Background: an optimization exercise with open tools, aiming at small area and a short achievable clock period. Do not read the settings as production practice.
Where RTL was checked, it was by simulation tests only, not by an equivalence proof against the original.
For runs 2 and 3, only the layout was checked, not whether the RTL still works.

<file path="flow/config.mk">
export PLATFORM = sky130hd
export DESIGN_NAME = work_zyq
export DESIGN_NICKNAME = work_zyq
export VERILOG_FILES = /design/flow/design.v
export SDC_FILE = /design/flow/constraint.sdc
export NUM_CORES = 8
export LEC_CHECK = 0
export CAP_MARGIN = 20
export CORE_MARGIN = 2
export CORE_UTILIZATION = 40
export SLEW_MARGIN = 20
</file>
<file path="flow/constraint.sdc">
create_clock -name core_clock -period 220.0 [get_ports {CLK}]
set_input_delay 44.0000 -clock core_clock [delete_from_list [all_inputs] [get_ports {CLK}]]
set_output_delay 44.0000 -clock core_clock [all_outputs]
set_load 0.01 [all_outputs]
</file>
<file path="flow/design.v">
module work_zyq(CLK,rst,keystat,dataout);
	input CLK;
	input rst;
	input [4:0]keystat;
	output [31:0]dataout;
	reg [31:0]dataout;
	reg [3:0]preop;
	reg [4:0]prestat;
	reg err,neg;
	integer first,second,ans;
	integer i ;
	always@(posedge CLK)
	begin
		if(rst)
		begin
			dataout = 32'b00000000000000000000000000000000;
			preop = 4'b0000;
			prestat = 5'b10000;
			first = 0;
		end
		else if((keystat!=prestat))
		begin
			prestat <= keystat;
				if(keystat==5'b01110)
				begin
					dataout = 32'b00000000000000000000000000000000;
				end
				else if(keystat==5'h0||keystat==5'h1||keystat==5'h2||keystat==5'h3||keystat==5'h4||keystat==5'h5||keystat==5'h6||keystat==5'h7||keystat==5'h8||keystat==5'h9)
				begin
					dataout[31:4] = dataout[27:0];
					dataout[3:0] = keystat[3:0];
				end
				else if(keystat==5'b01010||keystat==5'b01011||keystat == 5'b01100||keystat==5'b01101) 
				begin
					first = 0 ;
					for(i=0;i<4;i=i+1) begin
						first = first * 10;
						first = first + {dataout[15-4*i],dataout[14-4*i],dataout[13-4*i],dataout[12-4*i]};
					end
					dataout = 32'b00000000000000000000000000000000;
					preop = keystat[3:0];
				end
				else if(keystat==4'b1111)
				begin
					second = 0 ;
					for(i=0;i<4;i=i+1) begin
						second = second * 10;
						second = second + {dataout[15-4*i],dataout[14-4*i],dataout[13-4*i],dataout[12-4*i]};
					end
					dataout = 32'b00000000000000000000000000000000;
					err = 1'b0;
					neg = 1'b0;
					case(preop)
						4'b1010: 
						begin
							ans = first + second;
						end
						4'b1011: 
						begin
							if(first>second)
							begin
								ans = first - second;
							end
							else 
							begin
								ans = second-first;
								neg = 1'b1;
							end
						end
						4'b1100: 
						begin
							ans = first * second;
						end
						4'b1101: 
						begin
							if(second==0)
							begin
								err=1'b1;
							end
							else 
							begin
								ans = first/second;
							end
						end
						default:ans = first;
					endcase
					dataout = 32'b00000000000000000000000000000000;
					case(err)
					1'b0:
					begin
						for(i = 0 ; i < 8 ; i = i + 1)
						begin
							{dataout[4*i+3],dataout[4*i+2],dataout[4*i+1],dataout[4*i]} = ans%10;
							ans=ans/10;
						end
						ans = 0 ;
						for(i = 0 ; i < 8 ; i = i + 1)
						begin
							if({dataout[4*i+3],dataout[4*i+2],dataout[4*i+1],dataout[4*i]}!=4'b0000)	
							begin
								ans = i;
							end
						end
						if(neg==1'b1&&ans<7)
						begin
							ans = ans+1;
							dataout[4*ans +: 4] = 4'b1111;
						end
					end
					1'b1:
						dataout = {4'b0000,4'b0000,4'b0000,4'b0000,4'b0000,4'b1110,4'b1101,4'b1101};
					default:dataout=dataout;
					endcase
				end
		end
	end
endmodule
</file>
<file path="flow/run.sh">
#!/bin/bash
# synth_recipe.tcl (not shown) runs the flow's synth.tcl, then flattens the netlist and writes it again
# the make line also repeats each setting of config.mk as NAME=value (left out here)
make -C /OpenROAD-flow-scripts/flow DESIGN_CONFIG=/design/flow/config.mk WORK_HOME=/design/flow/orfs CLKGATE_MAP_FILE= SYNTH_SCRIPT=/design/flow/synth_recipe.tcl finish
</file>
==> reports/summary.log, run 1 <==
[placed_design] worst setup slack after placement -5.29 ns
[critical_path] crit-path max FO 16
[floorplanning] die height 633 µm
[grt] initial antenna violation count 9
[placed_design] final weighted congestion in routability-driven placement 0.988
[synthesis] number of synthesis warnings 1
[finish] leading cell type in the layout, fill and taps excluded buf_4
[detailed_routing] routed length per instance 22.6 µm
[critical_path] Worst setup startpoint dataout[13]
[synthesis] most common flop cell mapped by yosys dfxtp_1
[timing] final number of hold-violating endpoints 0
[synthesis] summed instance area of the synthesized netlist 0.158 mm²
[placed_design] HPWL Detailed 469000 µm
[floorplanning] effective utilization at floorplan 40.2%
[timing] fmax 4.71 MHz
[detailed_routing] via density per instance 6.36
[worst_hold_path] worst hold path type flip-flop to flip-flop
[timing] Relative slew margins 7.97%
[floorplanning] core outline area 0.393 mm²
[critical_path] cell with the largest stage delay on the worst path or4_4
[clock_network] cts hold-fix bufs 0
[critical_path] CP dominant cell by count o21a_1
[timing] pin slew with the least headroom to its limit 1.38 ns
[finish] nets@finish 22535
[critical_path] worst setup path endpoint dataout[9]
[synthesis] number of storage elements in the synthesis netlist 92
[clock_network] CTS tree built
[finish] synthesis-to-finish area growth 14.3%
[critical_path] delay of the slowest cell on the worst path 0.66 ns
[clock_network] Worst-Skew Late Latency 0.40 ns
[clock_network] Clock Pin Slew Worst Setup and Hold Paths 0.09 ns
[run] total of max-cap violations 0
[critical_path] top cell family by delay on the critical path compound AO/OA/AOI/OAI gates
[critical_path] r2r startpoint dataout[13]
[grt] wire length of the first global-routing pass 911000 µm
[critical_path] cells on worst reg2reg path 948
[finish] top library cells by usage in the layout, fill and taps aside buf_4 (2372), nor2_1 (1797), nand2_1 (1756)
[grt] met1 Usage GRT 38.8%
[timing] setup TNS 0 ns
[detailed_routing] first drt pass iteration count 9
[synthesis] Post-synth EDFFs 32
[detailed_routing] Vias 170281
[grt] met3 capacity usage during global routing 2.68%
[floorplanning] Row Count 230
[critical_path] count of buffer and inverter cells on the critical path 96
[detailed_routing] detailed router's first-iteration violation count 16728
[critical_path] CP Data Arrival Time 212.52 ns
[floorplanning] top-level I/O count 39
[grt] total routing usage reported by global routing 27.6%
[synthesis] fraction of synthesis flops using an asynchronous set or reset pin 0%
[timing] worst hold margin 0.479 ns
[timing] clk_skew 0.0198 ns
[detailed_routing] post-route ant nets 0
[worst_hold_path] min-delay src preop[2]
[grt] global route overflow 0
[critical_path] worst endpoint required time 220.30 ns
[timing] Final Worst Setup Slack 7.78 ns
[grt] largest net degree at the start of global routing 58
[synthesis] count of unique library cells instantiated by Yosys 260
[critical_path] Worst setup SP type flip-flop
[detailed_routing] detailed-route DRC error count 0
[critical_path] path length in cells of the critical path 890
[timing] min cycle time layout 212.22 ns
[synthesis] syn avg cell area 7.87 µm²
[timing] Final period util 96.5%
[placed_design] number of port buffers 38
[clock_network] master cell of the clock root buffer clkbuf_16
[grt] Most Crowded Layer GR met2
[critical_path] Crit. End Element flip-flop
[finish] fraction of the core area covered by cells at the end of the flow 46.0%
[clock_network] number of H-tree branching levels 3
[timing] setup violation total in the final timing report 0
[synthesis] sequential element share of the synthesized area 1.37%
[critical_path] category of the critical setup timing path flip-flop to flip-flop
[clock_network] clock tree sinks 92
[floorplanning] die boundary width 633 µm
[outcome] result of the run no timing/DRC/antenna violations
[finish] share of post-route cells with drive strength above 1 33.8%
[detailed_routing] wire length after detailed routing 604000 µm
[synthesis] cell count after synthesis 20089
[grt] met2 usage in global routing 45.0%
[floorplanning] total die area 0.400 mm²
[worst_hold_path] Hold Path Depth 2
[grt] via count of the first global-routing pass 154683
[worst_hold_path] hold endpoint preop[2]
[timing] Max Transition Viols Final 0
[clock_network] total clock buffers created by CTS 9
[critical_path] Crit Reg-Reg Endpoint dataout[9]
[clock_network] Clock Tree Buf Depth 2
-- cells in the mapped netlist (210+ instances only) --
cell / count / area share (%)
nor2_1: 1842 / 4.4
nand2_1: 1782 / 4.2
a21oi_1: 1132 / 3.6
xnor2_1: 961 / 5.3
o21ai_0: 735 / 2.3
inv_1: 719 / 1.7
ha_1: 711 / 5.6
nor3_1: 710 / 2.2
nand3_1: 636 / 2.0
xor2_1: 416 / 2.3
buf_6: 406 / 2.9
nand4_1: 348 / 1.4
a31oi_1: 290 / 1.1
fa_1: 280 / 3.5
clkbuf_8: 257 / 2.2
nor4_1: 245 / 0.97
mux2i_1: 232 / 1.5
a211oi_1: 227 / 1.1
o21a_1: 225 / 1.1
o21ai_1: 225 / 0.71
o211ai_1: 212 / 1.0
o31ai_1: 210 / 1.0
-- metal layers --
| metal | share of wire, % | vias up | routed length [µm] |
|---|---|---|---|
| met4 | 3.1 | 8 | 18700 |
| met2 | 45 | 6756 | 274000 |
| met1 | 45 | 82547 | 271000 |
| li1 | - | 79911 | - |
| met3 | 6.7 | 1059 | 40200 |
| met5 | 0.0089 | - | 54 |
-- timing repair --
action                                  4_1_cts  5_1_grt
endpoints found under the hold margin         0        0
pin swaps                                    28      615
gates resized for setup                     119     1386
endpoints found under the setup margin       32       32
setup buffers                                33      693
gates cloned                                  1       33
-- final cells by class --
class / instances / area [µm²]
inverters: 785 / 3120
diodes: 2 / 5.00
flip-flops and latches: 92 / 2160
fillers: 39565 / 212000
repair buffers: 2529 / 19900
clock inverters: 7 / 66.3
clock buffers: 9 / 225
multi-input cells: 18120 / 149000
well taps: 5220 / 6530
-- kinds of logic after synthesis --
family	Yosys count	share of synthesized area, %
other	2	0.00475
multiplexers	442	3.12
buffers and inverters	1947	10.6
adder cells (fa/ha/maj)	1027	9.41
XOR/XNOR	1573	9.79
flip-flops	92	1.37
AND/OR/NAND/NOR	8301	30.5
AO/OA/AOI/OAI	6705	35.2
-- registers in the layout (all words and copies together) (netlist names) --
register and cells:
first 19, prestat 5, preop 4, dataout 32, ans 32
-- stage by stage --
stage	instances	instance area [µm²]
global route	26762	181000
detailed placement	25986	166000
floorplan	20131	158000
finish	26764	181000
global placement	25985	166000
CTS	26036	167000
==> inputs of run 2 (changes only) <==
==> flow/design.v (replaced) <==
module work_zyq(CLK,rst,keystat,dataout);
	input CLK;
	input rst;
	input [4:0]keystat;
	output [31:0]dataout;
	reg [31:0]dataout;
	reg [14:0]first;       
	reg [2:0]preop;        
	reg [4:0]prestat;      
	wire [14:0] second;
	zq_v4 uv(.d(dataout[15:0]), .v(second));
	wire [15:0] t;
	wire tco;
	zq_rca #(15) usub(.a(first), .b(~second), .ci(1'b1), .s(t[14:0]), .co(tco));
	wire tz = ~|t[14:0];
	wire gt = tco & ~tz;
	wire [14:0] mag;       
	zq_cneg #(15) uneg(.x(t[14:0]), .n(~tco), .y(mag));
	wire [15:0] sum;
	zq_rca #(15) uadd(.a(first), .b(second), .ci(1'b0), .s(sum[14:0]), .co(sum[15]));
	wire [28:0] prod;
	zq_mul15 umul(.a(first), .b(second), .p(prod));
	wire [14:0] quo;
	zq_div15 udiv(.n(first), .d(second), .q(quo));
	wire is_add = preop == 3'b110;
	wire is_sub = preop == 3'b111;
	wire is_mul = preop == 3'b100;
	wire is_div = preop == 3'b101;
	wire is_none = ~preop[2];
	wire [28:0] ans = ({29{is_add}} & {13'd0, sum}) |
	                  ({29{is_sub}} & {14'd0, mag}) |
	                  ({29{is_mul}} & prod) |
	                  ({29{is_div}} & {14'd0, quo}) |
	                  ({29{is_none}} & {14'd0, first});
	wire [31:0] bcd;
	zq_bcd29 ubcd(.b(ans), .d(bcd));
	wire neg = is_sub & ~gt;
	wire ge10    = mag >= 15'd10;
	wire ge100   = mag >= 15'd100;
	wire ge1000  = mag >= 15'd1000;
	wire ge10000 = mag >= 15'd10000;
	wire [5:1] sgn;
	assign sgn[1] = neg & ~ge10;
	assign sgn[2] = neg & ge10 & ~ge100;
	assign sgn[3] = neg & ge100 & ~ge1000;
	assign sgn[4] = neg & ge1000 & ~ge10000;
	assign sgn[5] = neg & ge10000;
	wire dz = is_div & ~|second;
	wire [31:0] res = dz ? 32'h00000EDD :
		bcd | {8'd0, {4{sgn[5]}}, {4{sgn[4]}}, {4{sgn[3]}}, {4{sgn[2]}}, {4{sgn[1]}}, 4'd0};
	wire edge_ = keystat != prestat;
	wire k_dig = keystat <= 5'd9;
	wire k_op  = keystat[4:1] == 4'b0101 || keystat[4:1] == 4'b0110;
	wire k_clr = keystat == 5'h0E;
	wire k_eq  = keystat == 5'h0F;
	always @(posedge CLK) begin
		if (rst) begin
			dataout <= 32'd0;
			preop <= 3'd0;
			prestat <= 5'h10;
			first <= 15'd0;
		end else if (edge_) begin
			prestat <= keystat;
			if (k_clr)
				dataout <= 32'd0;
			else if (k_dig)
				dataout <= {dataout[27:0], keystat[3:0]};
			else if (k_op) begin
				first <= second;
				dataout <= 32'd0;
				preop <= {1'b1, keystat[1:0]};
			end else if (k_eq)
				dataout <= res;
		end
	end
endmodule
module zq_fa(a, b, c, s, co);
	input a, b, c;
	output s, co;
	assign s = a ^ b ^ c;
	assign co = (a & b) | (a & c) | (b & c);
endmodule
module zq_rca(a, b, ci, s, co);
	parameter W = 8;
	input [W-1:0] a, b;
	input ci;
	output [W-1:0] s;
	output co;
	wire [W:0] c;
	assign c[0] = ci;
	genvar i;
	generate for (i = 0; i < W; i = i + 1) begin : g
		zq_fa f(.a(a[i]), .b(b[i]), .c(c[i]), .s(s[i]), .co(c[i+1]));
	end endgenerate
	assign co = c[W];
endmodule
module zq_cneg(x, n, y);
	parameter W = 8;
	input [W-1:0] x;
	input n;
	output [W-1:0] y;
	wire [W:0] c;
	assign c[0] = n;
	genvar i;
	generate for (i = 0; i < W; i = i + 1) begin : g
		wire xi = x[i] ^ n;
		assign y[i] = xi ^ c[i];
		assign c[i+1] = xi & c[i];
	end endgenerate
endmodule
module zq_v4(d, v);
	input [15:0] d;
	output [14:0] v;
	wire [7:0] x, y;    
	assign x = {1'b0, d[15:12], 3'b0} + {3'b0, d[15:12], 1'b0} + {4'b0, d[11:8]};
	assign y = {1'b0, d[7:4], 3'b0} + {3'b0, d[7:4], 1'b0} + {4'b0, d[3:0]};
	assign v = {x, 6'b0} + {1'b0, x, 5'b0} + {4'b0, x, 2'b0} + {7'b0, y};
endmodule
module zq_mul15(a, b, p);
	input [14:0] a, b;
	output [28:0] p;
	reg [29:0] s, c, pp;
	reg [29:0] ns, nc;
	integer i;
	always @* begin
		s = {15'd0, a & {15{b[0]}}};
		c = 30'd0;
		for (i = 1; i < 15; i = i + 1) begin
			pp = {15'd0, a & {15{b[i]}}} << i;
			ns = s ^ c ^ pp;
			nc = ((s & c) | (s & pp) | (c & pp)) << 1;
			s = ns;
			c = nc;
		end
	end
	wire co;
	zq_rca #(29) uf(.a(s[28:0]), .b(c[28:0]), .ci(1'b0), .s(p), .co(co));
endmodule
module zq_div15(n, d, q);
	input [14:0] n, d;
	output [14:0] q;
	wire [14:0] r [15:0];
	assign r[15] = n;
	genvar j;
	generate for (j = 14; j >= 0; j = j - 1) begin : row
		localparam W = 15 - j;
		wire [W-1:0] t;
		wire co;
		zq_rca #(W) u(.a(r[j+1][14:j]), .b(~d[W-1:0]), .ci(1'b1), .s(t), .co(co));
		if (j == 0) begin : last
			assign q[j] = co;
		end else begin : mid
			assign q[j] = co & ~|d[14:W];
		end
		if (j > 0) begin : nx
			assign r[j] = {q[j] ? t : r[j+1][14:j], r[j+1][j-1:0]};
		end else begin : nx0
			assign r[j] = 15'd0;
		end
	end endgenerate
endmodule
module zq_bcd29(b, d);
	input [28:0] b;
	output [31:0] d;
	function [3:0] add3;
		input [3:0] a;
		begin
			add3[3] = a[3] | (a[2] & (a[1] | a[0]));
			add3[2] = add3[3] ? (a[3] & a[0]) : a[2];
			add3[1] = add3[3] ? ~(a[1] ^ a[0]) : a[1];
			add3[0] = a[0] ^ add3[3];
		end
	endfunction
	function [31:0] conv;
		input [28:0] b;
		reg [35:0] x;
		integer i, k;
		begin
			x = 36'd0;
			for (i = 28; i >= 0; i = i - 1) begin
				for (k = 0; k < 8; k = k + 1)
					x[4*k +: 4] = add3(x[4*k +: 4]);
				x = {x[34:0], b[i]};
			end
			conv = x[31:0];
		end
	endfunction
	assign d = conv(b);
endmodule
--- a/flow/config.mk
+++ b/flow/config.mk
@@ -5,6 +5,7 @@
 export SDC_FILE = /design/flow/constraint.sdc
 export NUM_CORES = 8
 export LEC_CHECK = 0
+export ABC_AREA = 1
 export CAP_MARGIN = 20
 export CORE_MARGIN = 2
 export CORE_UTILIZATION = 40
==> reports/summary.log, run 2 <==
[clock_network] CTS tree built
[synthesis] most common flop cell mapped by yosys dfxtp_1
[critical_path] crit-path max FO 23
[synthesis] count leader, synth nand2_1
[clock_network] Clock Tree Buf Depth 2
[synthesis] summed instance area of the synthesized netlist 0.0245 mm²
[timing] min cycle time layout 55.22 ns
[synthesis] Post-synth EDFFs 0
[detailed_routing] detailed-route DRC error count 0
[detailed_routing] via density per instance 4.89
[grt] wire length of the first global-routing pass 96200 µm
[placed_design] number of placed cells counting well taps 4177
[critical_path] Crit. End Element flip-flop
[timing] setup violation total in the final timing report 0
[finish] register with the most flip-flops dataout
[floorplanning] die boundary width 252 µm
[clock_network] number of cells upsized or downsized after cts 0
[timing] setup repair after global routing missed its margin false
[critical_path] Worst setup SP type flip-flop
[detailed_routing] detailed router's first-iteration violation count 1055
[placed_design] number of port buffers 38
[critical_path] CP dominant cell by count fa_1
[clock_network] master cell of the clock root buffer clkbuf_16
[detailed_routing] post-route ant nets 0
[placed_design] final weighted congestion in routability-driven placement 0.899
[finish] share of post-route cells with drive strength above 1 17.0%
[detailed_routing] first drt pass iteration count 5
[run] total of max-cap violations 0
[grt] initial antenna violation count 1
[synthesis] count of unique library cells instantiated by Yosys 74
[critical_path] category of the critical setup timing path flip-flop to flip-flop
[grt] largest net degree at the start of global routing 42
[finish] top library cells by usage in the layout, fill and taps aside nand2_1 (977), inv_1 (457), fa_1 (320)
[grt] global route overflow 0
[timing] setup TNS 0 ns
[placed_design] HPWL Detailed 47200 µm
[synthesis] syn avg cell area 7.20 µm²
[floorplanning] top-level I/O count 39
[timing] Max Transition Viols Final 0
[finish] leading cell type in the layout, fill and taps excluded nand2_1
[critical_path] worst endpoint required time 220.24 ns
[critical_path] CP Data Arrival Time 55.46 ns
[floorplanning] total die area 0.0633 mm²
[finish] synthesis-to-finish area growth 5.58%
[clock_network] Clock Pin Slew Worst Setup and Hold Paths 0.07 ns
[synthesis] most used standard cells in the synthesized netlist nand2_1 (977), inv_1 (457), fa_1 (320)
[clock_network] total clock buffers created by CTS 5
[synthesis] area share of the largest cell type after synthesis 26.1%
[floorplanning] core outline area 0.0605 mm²
[worst_hold_path] worst hold path type flip-flop to flip-flop
[synthesis] fraction of synthesis flops using an asynchronous set or reset pin 0%
[grt] via count of the first global-routing pass 20301
[finish] max reg flops 32
[finish] Layout Cells excl Fill 4185
[grt] total routing usage reported by global routing 18.1%
[synthesis] number of synthesis warnings 4
[critical_path] delay of the slowest cell on the worst path 0.60 ns
[finish] Inserted Diodes 0
[finish] nets@finish 3963
[floorplanning] effective utilization at floorplan 40.6%
[detailed_routing] wire length after detailed routing 55500 µm
[detailed_routing] Vias 20475
[timing] clk_skew 0.0126 ns
[timing] Final period util 25.1%
[detailed_routing] routed length per instance 13.3 µm
[clock_network] cts hold-fix bufs 0
[critical_path] cell with the largest stage delay on the worst path fa_1
[clock_network] clock tree sinks 55
[timing] Relative slew margins 33.8%
[synthesis] library cell occupying the most area in the post-synthesis netlist fa_1
[clock_network] Post-CTS Repair Setup Buffers 0
[timing] fmax 18.1 MHz
[clock_network] number of H-tree branching levels 2
[synthesis] cells taking the most area after synthesis fa_1 (26%), nand2_1 (15%), ha_1 (12%)
[floorplanning] Row Count 90
[synthesis] number of storage elements in the synthesis netlist 55
[outcome] result of the run no timing/DRC/antenna violations
[clock_network] Worst-Skew Late Latency 0.32 ns
[timing] pin slew with the least headroom to its limit 0.968 ns
[timing] final number of hold-violating endpoints 0
[floorplanning] die height 252 µm
[synthesis] cell count after synthesis 3408
[synthesis] sequential element share of the synthesized area 4.49%
## run 2: worst max-delay path, delay by kind of cell, from the launching register on
kind / cells / cell delay, ns
buffers and inverters: 12 / 1.50
AO/OA/AOI/OAI: 34 / 6.02
adder cells (fa/ha/maj): 104 / 40.48
AND/OR/NAND/NOR: 29 / 6.74
flip-flops: 1 / 0.35
## run 2: cells by family (layout without fill, tap and decap cells)
family / after synthesis / after routing / synth area share, %
AO/OA/AOI/OAI: 287 / 287 / 7.41
XOR/XNOR: 74 / 74 / 2.86
adder cells (fa/ha/maj): 563 / 563 / 38.4
buffers and inverters: 687 / 682 / 11.2
flip-flops: 55 / 55 / 4.49
multiplexers: 17 / 17 / 0.719
AND/OR/NAND/NOR: 1725 / 1725 / 34.9
## run 2: area by class of cell
type / instances / area [µm²]
Timing Repair Buffer: 67 / 593
Clock inverter: 2 / 60.1
Clock buffer: 6 / 129
Sequential cell: 55 / 1100
Inverter: 607 / 2340
Multi-Input combinational cell: 2666 / 20700
Tap cell: 782 / 978
Fill cell: 6339 / 34600
## run 2: final timing paths
| kind | cells past startpoint | to | slack (ns) | from |
|---|---|---|---|---|
| setup / recovery | 179 | dataout[0] | 164.78 | dataout[11] |
| hold / removal | 2 | dataout[28] | 0.47 | dataout[28] |
| setup reg to reg | 179 | dataout[0] | 164.78 | dataout[11] |
| hold reg to reg | 2 | dataout[28] | 0.47 | dataout[28] |
## run 2: per-stage QoR
step	worst slack, ns	area, µm²	utilization (%)	hold WS, ns
detailed placement	165.12	25700	42.5	0.460
global route	161.52	25900	42.8	0.492
finish	164.78	25900	42.8	0.468
CTS	164.98	25900	42.8	0.472
floorplan	170.98	24500	-	0.490
global placement	165.87	25700	42.5	0.456
## run 2: layer usage
metal / vias up / track usage (%) / wire (µm)
met1: 9539 / 24.6 / 26900
met4: 2 / 2.36 / 821
met5: - / 0 / 9
met2: 270 / 31.3 / 25700
met3: 53 / 2.36 / 2040
li1: 10611 / - / -
==> inputs of run 3 (changes only) <==
--- a/flow/config.mk
+++ b/flow/config.mk
@@ -5,7 +5,6 @@
 export SDC_FILE = /design/flow/constraint.sdc
 export NUM_CORES = 8
 export LEC_CHECK = 0
-export ABC_AREA = 1
 export CAP_MARGIN = 20
 export CORE_MARGIN = 2
 export CORE_UTILIZATION = 40
==> reports/summary.log, run 3 <==
[critical_path] cell with the largest stage delay on the worst path nor4_1
[worst_hold_path] hold endpoint dataout[30]
[synthesis] number of storage elements in the synthesis netlist 55
[critical_path] count of buffer and inverter cells on the critical path 9
[clock_network] number of H-tree branching levels 2
[worst_hold_path] worst hold path type flip-flop to flip-flop
[critical_path] cells on worst reg2reg path 172
[grt] Most Crowded Layer GR met2
[detailed_routing] routed length per instance 18.3 µm
[critical_path] crit-path max FO 24
[finish] synthesis-to-finish area growth 5.89%
[grt] global route overflow 0
[finish] combined area of the multi-input logic cells 0.0226 mm²
[floorplanning] die height 255 µm
[detailed_routing] detailed router's first-iteration violation count 1544
[floorplanning] core outline area 0.0619 mm²
[clock_network] CTS tree built
[synthesis] number of synthesis warnings 4
[floorplanning] effective utilization at floorplan 40.7%
[synthesis] sequential element share of the synthesized area 4.37%
[timing] final number of hold-violating endpoints 0
[finish] nets@finish 3473
[finish] filler cell count 6102
[finish] max reg flops 32
[worst_hold_path] Hold Path Depth 2
[detailed_routing] Vias 21942
[detailed_routing] detailed-route DRC error count 0
[grt] met2 usage in global routing 36.8%
[synthesis] syn avg cell area 8.61 µm²
[critical_path] CP Data Arrival Time 57.05 ns
[run] total of max-cap violations 0
[finish] register with the most flip-flops dataout
[timing] Relative slew margins 30.4%
[detailed_routing] via density per instance 5.85
[critical_path] delay of the slowest cell on the worst path 0.78 ns
[clock_network] total clock buffers created by CTS 5
[timing] Final period util 25.8%
[synthesis] summed instance area of the synthesized netlist 0.0252 mm²
[clock_network] cts hold-fix bufs 0
[clock_network] master cell of the clock root buffer clkbuf_16
[placed_design] number of placed cells counting well taps 3742
[critical_path] r2r startpoint dataout[12]
[synthesis] cells taking the most area after synthesis fa_1 (25%), ha_1 (12%), mux2_2 (4.6%)
[synthesis] Post-synth EDFFs 0
[clock_network] clock tree sinks 55
[placed_design] HPWL Detailed 55600 µm
[worst_hold_path] min-delay src dataout[30]
[floorplanning] total die area 0.0650 mm²
[timing] min cycle time layout 56.80 ns
[clock_network] Clock Pin Slew Worst Setup and Hold Paths 0.08 ns
[finish] leading cell type in the layout, fill and taps excluded fa_1
[detailed_routing] wire length after detailed routing 68700 µm
[finish] share of post-route cells with drive strength above 1 10.7%
[floorplanning] die boundary width 255 µm
[clock_network] Worst-Skew Late Latency 0.32 ns
[grt] met1 Usage GRT 28.0%
[synthesis] most used standard cells in the synthesized netlist fa_1 (320), nand2_1 (311), inv_1 (273)
[timing] Max Transition Viols Final 0
[finish] Reg area 0.00110 mm²
[synthesis] count of unique library cells instantiated by Yosys 154
[clock_network] Post-CTS Repair Setup Buffers 0
[clock_network] number of cells upsized or downsized after cts 0
[grt] initial antenna violation count 0
[finish] fraction of the core area covered by cells at the end of the flow 43.1%
[finish] Inserted Diodes 0
[timing] setup TNS 0 ns
[critical_path] worst endpoint required time 220.25 ns
[detailed_routing] first drt pass iteration count 6
[synthesis] library cell occupying the most area in the post-synthesis netlist fa_1
[clock_network] Clock Tree Buf Depth 2
[critical_path] top cell family by delay on the critical path adder cells
[timing] clk_skew 0.00505 ns
[synthesis] count leader, synth fa_1
[grt] met3 capacity usage during global routing 1.98%
[grt] wire length of the first global-routing pass 113000 µm
[synthesis] most common flop cell mapped by yosys dfxtp_1
[critical_path] Worst setup SP type flip-flop
[floorplanning] top-level I/O count 39
[grt] largest net degree at the start of global routing 49
[finish] Layout Cells excl Fill 3750
[grt] via count of the first global-routing pass 22091
[timing] setup violation total in the final timing report 0
[floorplanning] Row Count 91
[critical_path] Crit Reg-Reg Endpoint dataout[0]
[synthesis] fraction of synthesis flops using an asynchronous set or reset pin 0%
[critical_path] CP dominant cell by count fa_1
[critical_path] category of the critical setup timing path flip-flop to flip-flop
[placed_design] final weighted congestion in routability-driven placement 0.944
[timing] fmax 17.6 MHz
[placed_design] number of port buffers 38
[timing] setup repair after global routing missed its margin false
[finish] top library cells by usage in the layout, fill and taps aside fa_1 (320), nand2_1 (311), inv_1 (273)
[timing] pin slew with the least headroom to its limit 1.04 ns
[synthesis] area share of the largest cell type after synthesis 25.4%
[detailed_routing] post-route ant nets 0
[outcome] result of the run no timing/DRC/antenna violations
[critical_path] Crit. End Element flip-flop
[synthesis] cell count after synthesis 2926
[grt] total routing usage reported by global routing 21.1%
==> run 3: cell count changes in the layout (fill, tap and decap cells not counted), moves of 63 or more <==
cell     previous run  this run
nor2_1             97       220
inv_2             111        12
xnor2_1            24       105
mux2_2              5       104
inv_1             457       273
nand2_2           186         2
nand2_1           977       311
nand3_1           202        48
nand3_2            87         1
mux2i_1            12        75
==> run 3: area by class of cell <==
| class | instances | area share (%) |
|---|---|---|
| multi-input cells | 2478 | 84.6 |
| flip-flops and latches | 55 | 4.13 |
| inverters | 292 | 4.12 |
| well taps | 837 | 3.93 |
| repair buffers | 80 | 2.59 |
| clock buffers | 5 | 0.469 |
| clock inverters | 3 | 0.127 |
==> run 3: per-layer routing <==
metal	up-vias	wire [µm]
met2	549	33200
met5	-	0
li1	10386	-
met4	0	1600
met3	85	3110
met1	10922	30800
==> run 3: worst max-delay path by stage <==
stage | start | end | slack (ns) | depth (start not counted)
floorplan | dataout[11] | dataout[0] | 169.12 | 174
global placement | dataout[12] | dataout[0] | 165.14 | 172
detailed placement | dataout[11] | dataout[0] | 163.39 | 172
CTS | dataout[11] | dataout[0] | 163.23 | 172
global route | dataout[12] | dataout[0] | 160.17 | 172
finish | dataout[12] | dataout[0] | 163.20 | 172
==> run 3: cells by family after synthesis <==
kind of cell             count (synthesis)  share of synthesized area [%]
adder cells (fa/ha/maj)                566                           37.5
AO/OA/AOI/OAI                          715                           21.6
flip-flops                              55                           4.37
multiplexers                           187                           8.05
buffers and inverters                  393                           6.36
XOR/XNOR                               149                           5.42
AND/OR/NAND/NOR                        861                           16.7
==> run 3: stage by stage <==
step / setup slack [ns] / cell area (µm²) / hold WS [ns]
5_1_grt: 160.17 / 26700 / 0.536
4_1_cts: 163.23 / 26700 / 0.501
2_1_floorplan: 169.12 / 25200 / 0.524
3_3_place_gp: 165.14 / 26500 / 0.468
6_report: 163.20 / 26700 / 0.498
3_5_place_dp: 163.39 / 26500 / 0.480
==> run 3: worst reg2reg max path: cells and delay by family (launching register included) <==
kind	cells	cell delay, ns
buf+inv	9	0.83
fa+ha+maj	108	41.44
xor+xnor	1	0.09
compound gates	30	6.25
flops	1	0.44
simple gates	24	7.76

==> separate check: timing with driven ports <==
No port has a modelled driver above. Below, the same layouts with a new extraction and two added sets of constraints.
Step 1 (the two cells are an assumption about what drives the block):
set clk [get_ports {CLK}]
set_driving_cell -lib_cell sky130_fd_sc_hd__clkbuf_16 $clk
set_driving_cell -lib_cell sky130_fd_sc_hd__buf_2 [delete_from_list [all_inputs] $clk]
Step 2, shift: input delay + t, output delay - t, t = (earliest + latest rising clock arrival at the registers) / 2. This alone moves slack from input paths to output paths.
Three values: ideal, step 1, step 2; two values: the first two.
run | t, ns | setup slack, ns | pins driven straight from the clock port
run 1 | 0.475 | 7.783 / 7.783 / 7.783 | 1
run 2 | 0.354 | 164.777 / 164.777 / 164.777 | 1
run 3 | 0.356 | 163.202 / 163.202 / 163.202 | 1
After both steps every run listed still meets setup and hold.
